This is an optimization exercise on Yosys and OpenROAD, whose aim is small area, a short achievable clock period and few clock cycles, not a production implementation. Function was checked by simulation only, so behaviour that the tests miss may differ from the original.

// CONVCOR
module CONVCOR(
        clk,
        rst_n,
        in_valid,
        in_a,
        in_b,
        in_mode,
        out_valid,
        out
);
Size: roughly 1300 cells after synthesis, roughly 240 flip-flops, roughly 73 I/O pins.
clock: 12.0 ns
lec_check: 0
cap_margin: 20
core_margin: 2
core_utilization: 40
slew_margin: 20
synth_hierarchical: 1
standard.sh (not shown) runs the stock make flow with config.mk's settings and CLKGATE_MAP_FILE= SYNTH_SCRIPT=/design/flow/synth_recipe.tcl, a recipe that flattens the netlist after the stock synthesis.
==> flow/flow/run.sh <==
#!/bin/bash
# Standard ORFS layout, with repair_timing aiming for extra setup slack so the
# layout is sized for a shorter period than the 12 ns constraint, plain
# buffers on the ports, larger clock sink clusters and no dummy clock loads.
set -euo pipefail
bash standard.sh SETUP_SLACK_MARGIN=8.7 \
  "BUFFER_PORTS_ARGS=-buffer_cell sky130_fd_sc_hd__buf_1" \
  "CTS_ARGS=-sink_clustering_enable -repair_clock_nets -dont_use_dummy_load -sink_clustering_size 24 -sink_clustering_max_diameter 150 -sink_clustering_levels 1" \
  finish > flow_standard.log 2>&1
Testbench counts at the start, summed over its fixed seeds: cycles 64,050.
Rerun with:
--- a/flow/flow/run.sh
+++ b/flow/flow/run.sh
@@ -6,4 +6,4 @@
 bash standard.sh SETUP_SLACK_MARGIN=8.7 \
   "BUFFER_PORTS_ARGS=-buffer_cell sky130_fd_sc_hd__buf_1" \
-  "CTS_ARGS=-sink_clustering_enable -repair_clock_nets -dont_use_dummy_load -sink_clustering_size 24 -sink_clustering_max_diameter 150 -sink_clustering_levels 1" \
+  "CTS_ARGS=-sink_clustering_enable -repair_clock_nets -dont_use_dummy_load -sink_clustering_size 24 -sink_clustering_max_diameter 150 -num_static_layers 1" \
   finish > flow_standard.log 2>&1
=> Hold slack stays flat; clock-buffer cell count stays the same; via count shrinks by 0.37%; synthesized cell count does not change.
Rerun with:
==> flow/flow/run.sh (replaced) <==
#!/bin/bash
# Standard ORFS layout, with repair_timing aiming for extra setup slack so the
# layout is sized for a shorter period than the 12 ns constraint, plain
# buffers on the ports, larger clock sink clusters and no dummy clock loads.
set -euo pipefail
bash standard.sh SETUP_SLACK_MARGIN=8.4 \
  "BUFFER_PORTS_ARGS=-buffer_cell sky130_fd_sc_hd__buf_1" \
  "CTS_ARGS=-sink_clustering_enable -repair_clock_nets -dont_use_dummy_load -sink_clustering_size 24 -sink_clustering_max_diameter 150" \
  finish > flow_standard.log 2>&1
Effect: The changed run passed the timing, design-rule and antenna checks; non-clock buffer count fell by 55; synthesized cell count does not change; first-iteration DRC count rose by 0.41%; clock skew rose by 0.0055 ns.
Rerun with:
==> flow/flow/run.sh (replaced) <==
#!/bin/bash
# Standard ORFS layout, with repair_timing aiming for extra setup slack so the
# layout is sized for a shorter period than the 12 ns constraint, plain
# buffers on the ports, larger clock sink clusters and no dummy clock loads.
set -euo pipefail
bash standard.sh SETUP_SLACK_MARGIN=8.7 \
  "BUFFER_PORTS_ARGS=-buffer_cell sky130_fd_sc_hd__buf_1" \
  "CTS_ARGS=-sink_clustering_enable -repair_clock_nets -dont_use_dummy_load -sink_clustering_size 24 -sink_clustering_max_diameter 150 -distance_between_buffers 500 -branching_point_buffers_distance 500" \
  finish > flow_standard.log 2>&1
Result:
- cell count rose by 2.9%
- global-route usage increases by 0.87 points
- via count climbs by 3.5%
- hold slack is better by 0.032 ns
- core utilization rose by 2.3 points

* * *

Setup of run 1:
Starting RTL as in the previous note.
// CONVCOR
module CONVCOR(
        clk,
        rst_n,
        in_valid,
        in_a,
        in_b,
        in_mode,
        out_valid,
        out
);
input              clk;
input              rst_n;
input              in_valid;
input      [15:0]  in_a;
input      [15:0]  in_b;
input              in_mode;
output reg         out_valid;
output reg [35:0]  out;
reg [15:0] xa, ra1, ra2, xb, rb1, rb2;
reg [3:0]  st;      
reg        mode;
wire        cur_mode = (st == 4'd0) ? in_mode : mode;
wire [15:0] in_bx    = {in_b[15:8], in_b[7:0] ^ {8{~cur_mode}}};
reg [3:0] st_n;
always @(*) begin
    if (!rst_n)
        st_n = 4'd0;
    else if (st == 4'd0)
        st_n = in_valid ? 4'd1 : 4'd0;
    else if ((mode && st == 4'd3) || st == 4'd9)
        st_n = 4'd0;
    else
        st_n = st + 4'd1;
end
wire s0 = (st == 4'd0), s1 = (st == 4'd1), s2 = (st == 4'd2), s3 = (st == 4'd3);
wire s4 = (st == 4'd4), s5 = (st == 4'd5), s6 = (st == 4'd6), s7 = (st == 4'd7);
wire s8 = (st == 4'd8);
wire xa_pins = s0 | (mode & (s1 | s2));
wire xa_ra2  = ~mode & (s2 | s4 | s5 | s6 | s7);
wire xb_pins = s0 | s1 | (mode & s2);
wire xb_rb2  = ~mode & (s2 | s3 | s4 | s7 | s8);
wire xb_rb1  = ~mode & s5;
always @(posedge clk) begin
    st <= st_n;
    if (s0 & in_valid) mode <= in_mode;
    if (xa_pins)     xa <= in_a;
    else if (xa_ra2) xa <= ra2;
    if (~s3) ra1 <= xa;
    if (~s3) ra2 <= (s1 | s2) ? in_a : ra1;
    if (xb_pins)     xb <= in_bx;
    else if (xb_rb2) xb <= rb2;
    else if (xb_rb1) xb <= rb1;
    if (s2) rb1 <= in_bx;
    if (~(s5 | s6)) rb2 <= xb;
end
reg acc_n, ov_n;
always @(*) begin
    acc_n = 1'b0; ov_n = 1'b0;
    if (s0)
        ov_n = in_valid & ~in_mode;
    else if (mode) begin
        acc_n = s1 | s2;
        ov_n  = s2;
    end else begin
        acc_n = s2 | s4 | s5 | s7;
        ov_n  = s2 | s5 | s7 | s8;
    end
end
reg        acc, ov, m0;      
  ...
==> flow/config.mk <==
export PLATFORM = sky130hd
export DESIGN_NAME = CONVCOR
export DESIGN_NICKNAME = CONVCOR
export VERILOG_FILES = /design/flow/design.v
export SDC_FILE = /design/flow/constraint.sdc
export NUM_CORES = 4
export LEC_CHECK = 0
export ABC_AREA = 1
export CAP_MARGIN = 20
export CORE_MARGIN = 2
export CORE_UTILIZATION = 40
export SLEW_MARGIN = 20
export SYNTH_HIERARCHICAL = 1
==> flow/constraint.sdc <==
create_clock -name core_clock -period 12.0 [get_ports {clk}]
set_input_delay 2.4000 -clock core_clock [delete_from_list [all_inputs] [get_ports {clk}]]
set_output_delay 2.4000 -clock core_clock [all_outputs]
set_load 0.01 [all_outputs]
==> flow/flow/run.sh <==
#!/bin/bash
# Standard ORFS layout, with repair_timing aiming for extra setup slack so the
# layout is sized for a shorter period than the 12 ns constraint, plain
# buffers on the ports, larger clock sink clusters and no dummy clock loads.
set -euo pipefail
bash standard.sh SETUP_SLACK_MARGIN=8.7 \
  "BUFFER_PORTS_ARGS=-buffer_cell sky130_fd_sc_hd__buf_1" \
  "CTS_ARGS=-sink_clustering_enable -repair_clock_nets -dont_use_dummy_load -sink_clustering_size 24 -sink_clustering_max_diameter 150" \
  finish > flow_standard.log 2>&1
Run 1: all stages complete, timing, DRC and antenna checks passed
Testbench counts of run 1, summed over its fixed seeds: cycles 64,050.
--- input diff run 1..run 2 ---
# run 1
export LEC_CHECK = 0
export ABC_AREA = 1
export CAP_MARGIN = 20
export CORE_MARGIN = 2
export CORE_UTILIZATION = 40
export SLEW_MARGIN = 20
export SYNTH_HIERARCHICAL = 1
create_clock -name core_clock -period 12.0 [get_ports {clk}]
# run 2
export LEC_CHECK = 0
export CAP_MARGIN = 20
export CORE_MARGIN = 2
export CORE_UTILIZATION = 40
export SLEW_MARGIN = 20
export SYNTH_HIERARCHICAL = 1
create_clock -name core_clock -period 12.0 [get_ports {clk}]
diff --git a/flow/flow/run.sh b/flow/flow/run.sh
--- a/flow/flow/run.sh
+++ b/flow/flow/run.sh
@@ -5,3 +5,3 @@
 set -euo pipefail
-bash standard.sh SETUP_SLACK_MARGIN=8.7 \
+bash standard.sh SETUP_SLACK_MARGIN=8.8 \
   "BUFFER_PORTS_ARGS=-buffer_cell sky130_fd_sc_hd__buf_1" \
Findings:
- Comparing run 1 and run 2, the higher share of the synthesized area in compound gates (AO/OA/AOI/OAI) was measured on run 2.
- For the actual transition at the worst max-transition pin, run 2 came in 0.0031 ns higher than run 1 did.
- Run 2 vs. run 1: well tap count has decreased; post-route fraction of the period consumed by the critical path has remained practically unchanged; non-clock buffer count has increased.
- The final reports for run 2 and run 1 show total wirelength of the detailed-routed design lower in the former.
Changes in run 3 relative to run 2:
# run 2
export LEC_CHECK = 0
export CAP_MARGIN = 20
export CORE_MARGIN = 2
export CORE_UTILIZATION = 40
export SLEW_MARGIN = 20
export SYNTH_HIERARCHICAL = 1
create_clock -name core_clock -period 12.0 [get_ports {clk}]
# run 3
export LEC_CHECK = 0
export CAP_MARGIN = 20
export CORE_MARGIN = 2
export CORE_UTILIZATION = 60
export SLEW_MARGIN = 20
export SYNTH_HIERARCHICAL = 1
create_clock -name core_clock -period 12.0 [get_ports {clk}]
diff --git a/flow/flow/run.sh b/flow/flow/run.sh
--- a/flow/flow/run.sh
+++ b/flow/flow/run.sh
@@ -5,3 +5,3 @@
 set -euo pipefail
-bash standard.sh SETUP_SLACK_MARGIN=8.8 \
+bash standard.sh SETUP_SLACK_MARGIN=8.7 \
   "BUFFER_PORTS_ARGS=-buffer_cell sky130_fd_sc_hd__buf_1" \
--- outcome ---
- Against run 2, first-pass GRT wire length in run 3 fell by a little under 10%.
- Re number of synthesized register bits: no difference whatsoever between run 3 and run 2.
- Total of cells resized after clock tree synthesis in run 3 vs run 2: down 23
- Re number of flip-flops and latches: no difference whatsoever between run 2 and run 3.
For run 4, these inputs were changed with respect to run 3:
# run 3
export LEC_CHECK = 0
export CAP_MARGIN = 20
export CORE_MARGIN = 2
export CORE_UTILIZATION = 60
export SLEW_MARGIN = 20
export SYNTH_HIERARCHICAL = 1
create_clock -name core_clock -period 12.0 [get_ports {clk}]
# run 4
export LEC_CHECK = 0
export CAP_MARGIN = 20
export CORE_MARGIN = 2
export CORE_UTILIZATION = 40
export SLEW_MARGIN = 20
export SYNTH_HIERARCHICAL = 1
create_clock -name core_clock -period 12.0 [get_ports {clk}]
diff --git a/flow/flow/run.sh b/flow/flow/run.sh
--- a/flow/flow/run.sh
+++ b/flow/flow/run.sh
@@ -7,3 +7,3 @@
   "BUFFER_PORTS_ARGS=-buffer_cell sky130_fd_sc_hd__buf_1" \
-  "CTS_ARGS=-sink_clustering_enable -repair_clock_nets -dont_use_dummy_load -sink_clustering_size 24 -sink_clustering_max_diameter 150" \
+  "CTS_ARGS=-sink_clustering_enable -repair_clock_nets -dont_use_dummy_load -sink_clustering_size 30 -sink_clustering_max_diameter 150" \
   finish > flow_standard.log 2>&1
==> summary.txt <==
- From run 3 to run 4 the numbers moved as follows: setup slack was more or less identical; worst hold slack across all endpoints increased by 0.029 ns relative to the old numbers.
- Compared with run 3, run 4 shows clock-buffer cell count lower by 2.
- Placement-stage cell area (run 4 vs. run 3) increases slightly
#### Input delta (run 5 over run 4)
diff --git a/flow/flow/run.sh b/flow/flow/run.sh
--- a/flow/flow/run.sh
+++ b/flow/flow/run.sh
@@ -7,3 +7,3 @@
   "BUFFER_PORTS_ARGS=-buffer_cell sky130_fd_sc_hd__buf_1" \
-  "CTS_ARGS=-sink_clustering_enable -repair_clock_nets -dont_use_dummy_load -sink_clustering_size 30 -sink_clustering_max_diameter 150" \
+  "CTS_ARGS=-sink_clustering_enable -dont_use_dummy_load -sink_clustering_size 24 -sink_clustering_max_diameter 150 -distance_between_buffers 500 -branching_point_buffers_distance 500" \
   finish > flow_standard.log 2>&1
## What came out
Total of fill cells in the finished design delta for run 5 relative to run 4: 0.63% lower
End-of-flow core utilization sits higher in run 5 than in run 4.
Cell count across run 5 and run 4: no real change.
Status: clock latency on the worst-skew pair parity (run 4, run 5)
As far as number of logic stages on the critical path including buffering goes, run 5 and run 4 are indistinguishable; the numbers are identical.
Violation count after the first detailed-routing iteration, run 5 and run 4, higher one = run 5.
Run 5 and run 4 ended up with roughly the same share of the cycle needed by the critical path after routing.
Run 5: no failed stages, no open violations at the end
Compared with run 4, run 5 ends up with a larger final cell area.
On run 5: layout overhead on the synthesized area is 0.59 points higher than what run 4 gave.

==> re-timing with driven ports <==
The flow's constraints put no driver on any port. The routed layouts listed below were extracted and timed again, unchanged, in two steps.
Step 1 assumes that a clkbuf_16 drives the clock port and a buf_2 every other input.
Step 2 also shifts input and output timing later by t, the mid clock arrival at the registers, as if the neighbouring blocks saw the same clock.
a / b / c = ideal / step 1 / step 2; a / b = the first two.
run | t, ns | setup slack, ns | hold WS [ns] | slew at the worst register clock pin (ns) | cell pins on the clock port's net
the first run of note 1 | 0.532 | 8.646 / 8.595 / 8.488 | 0.349 / 0.349 / 0.349 | 0.10 / 0.10 | 1
the second run of note 1 | 0.532 | 8.650 / 8.598 / 8.486 | 0.350 / 0.350 / 0.350 | 0.11 / 0.11 | 1
the third run of note 1 | 0.529 | 8.438 / 8.438 / 8.312 | 0.318 / 0.318 / 0.318 | 0.10 / 0.10 | 1
the fourth run of note 1 | 0.532 | 8.646 / 8.595 / 8.488 | 0.349 / 0.349 / 0.349 | 0.10 / 0.10 | 1
run 1 | 0.528 | 8.644 / 8.596 / 8.609 | 0.348 / 0.348 / 0.348 | 0.10 / 0.10 | 1
run 2 | 0.543 | 8.644 / 8.590 / 8.503 | 0.330 / 0.330 / 0.330 | 0.11 / 0.11 | 1
run 3 | 0.526 | 8.651 / 8.600 / 8.539 | 0.309 / 0.309 / 0.309 | 0.10 / 0.10 | 1
run 4 | 0.529 | 8.649 / 8.600 / 8.482 | 0.338 / 0.338 / 0.338 | 0.12 / 0.12 | 1
run 5 | 0.532 | 8.646 / 8.595 / 8.488 | 0.349 / 0.349 / 0.349 | 0.10 / 0.10 | 1
After both steps setup and hold are still met in every run listed. The setup slack of run 4, which loses most, moves by -0.049 ns with the drivers and by -0.167 ns with both steps.
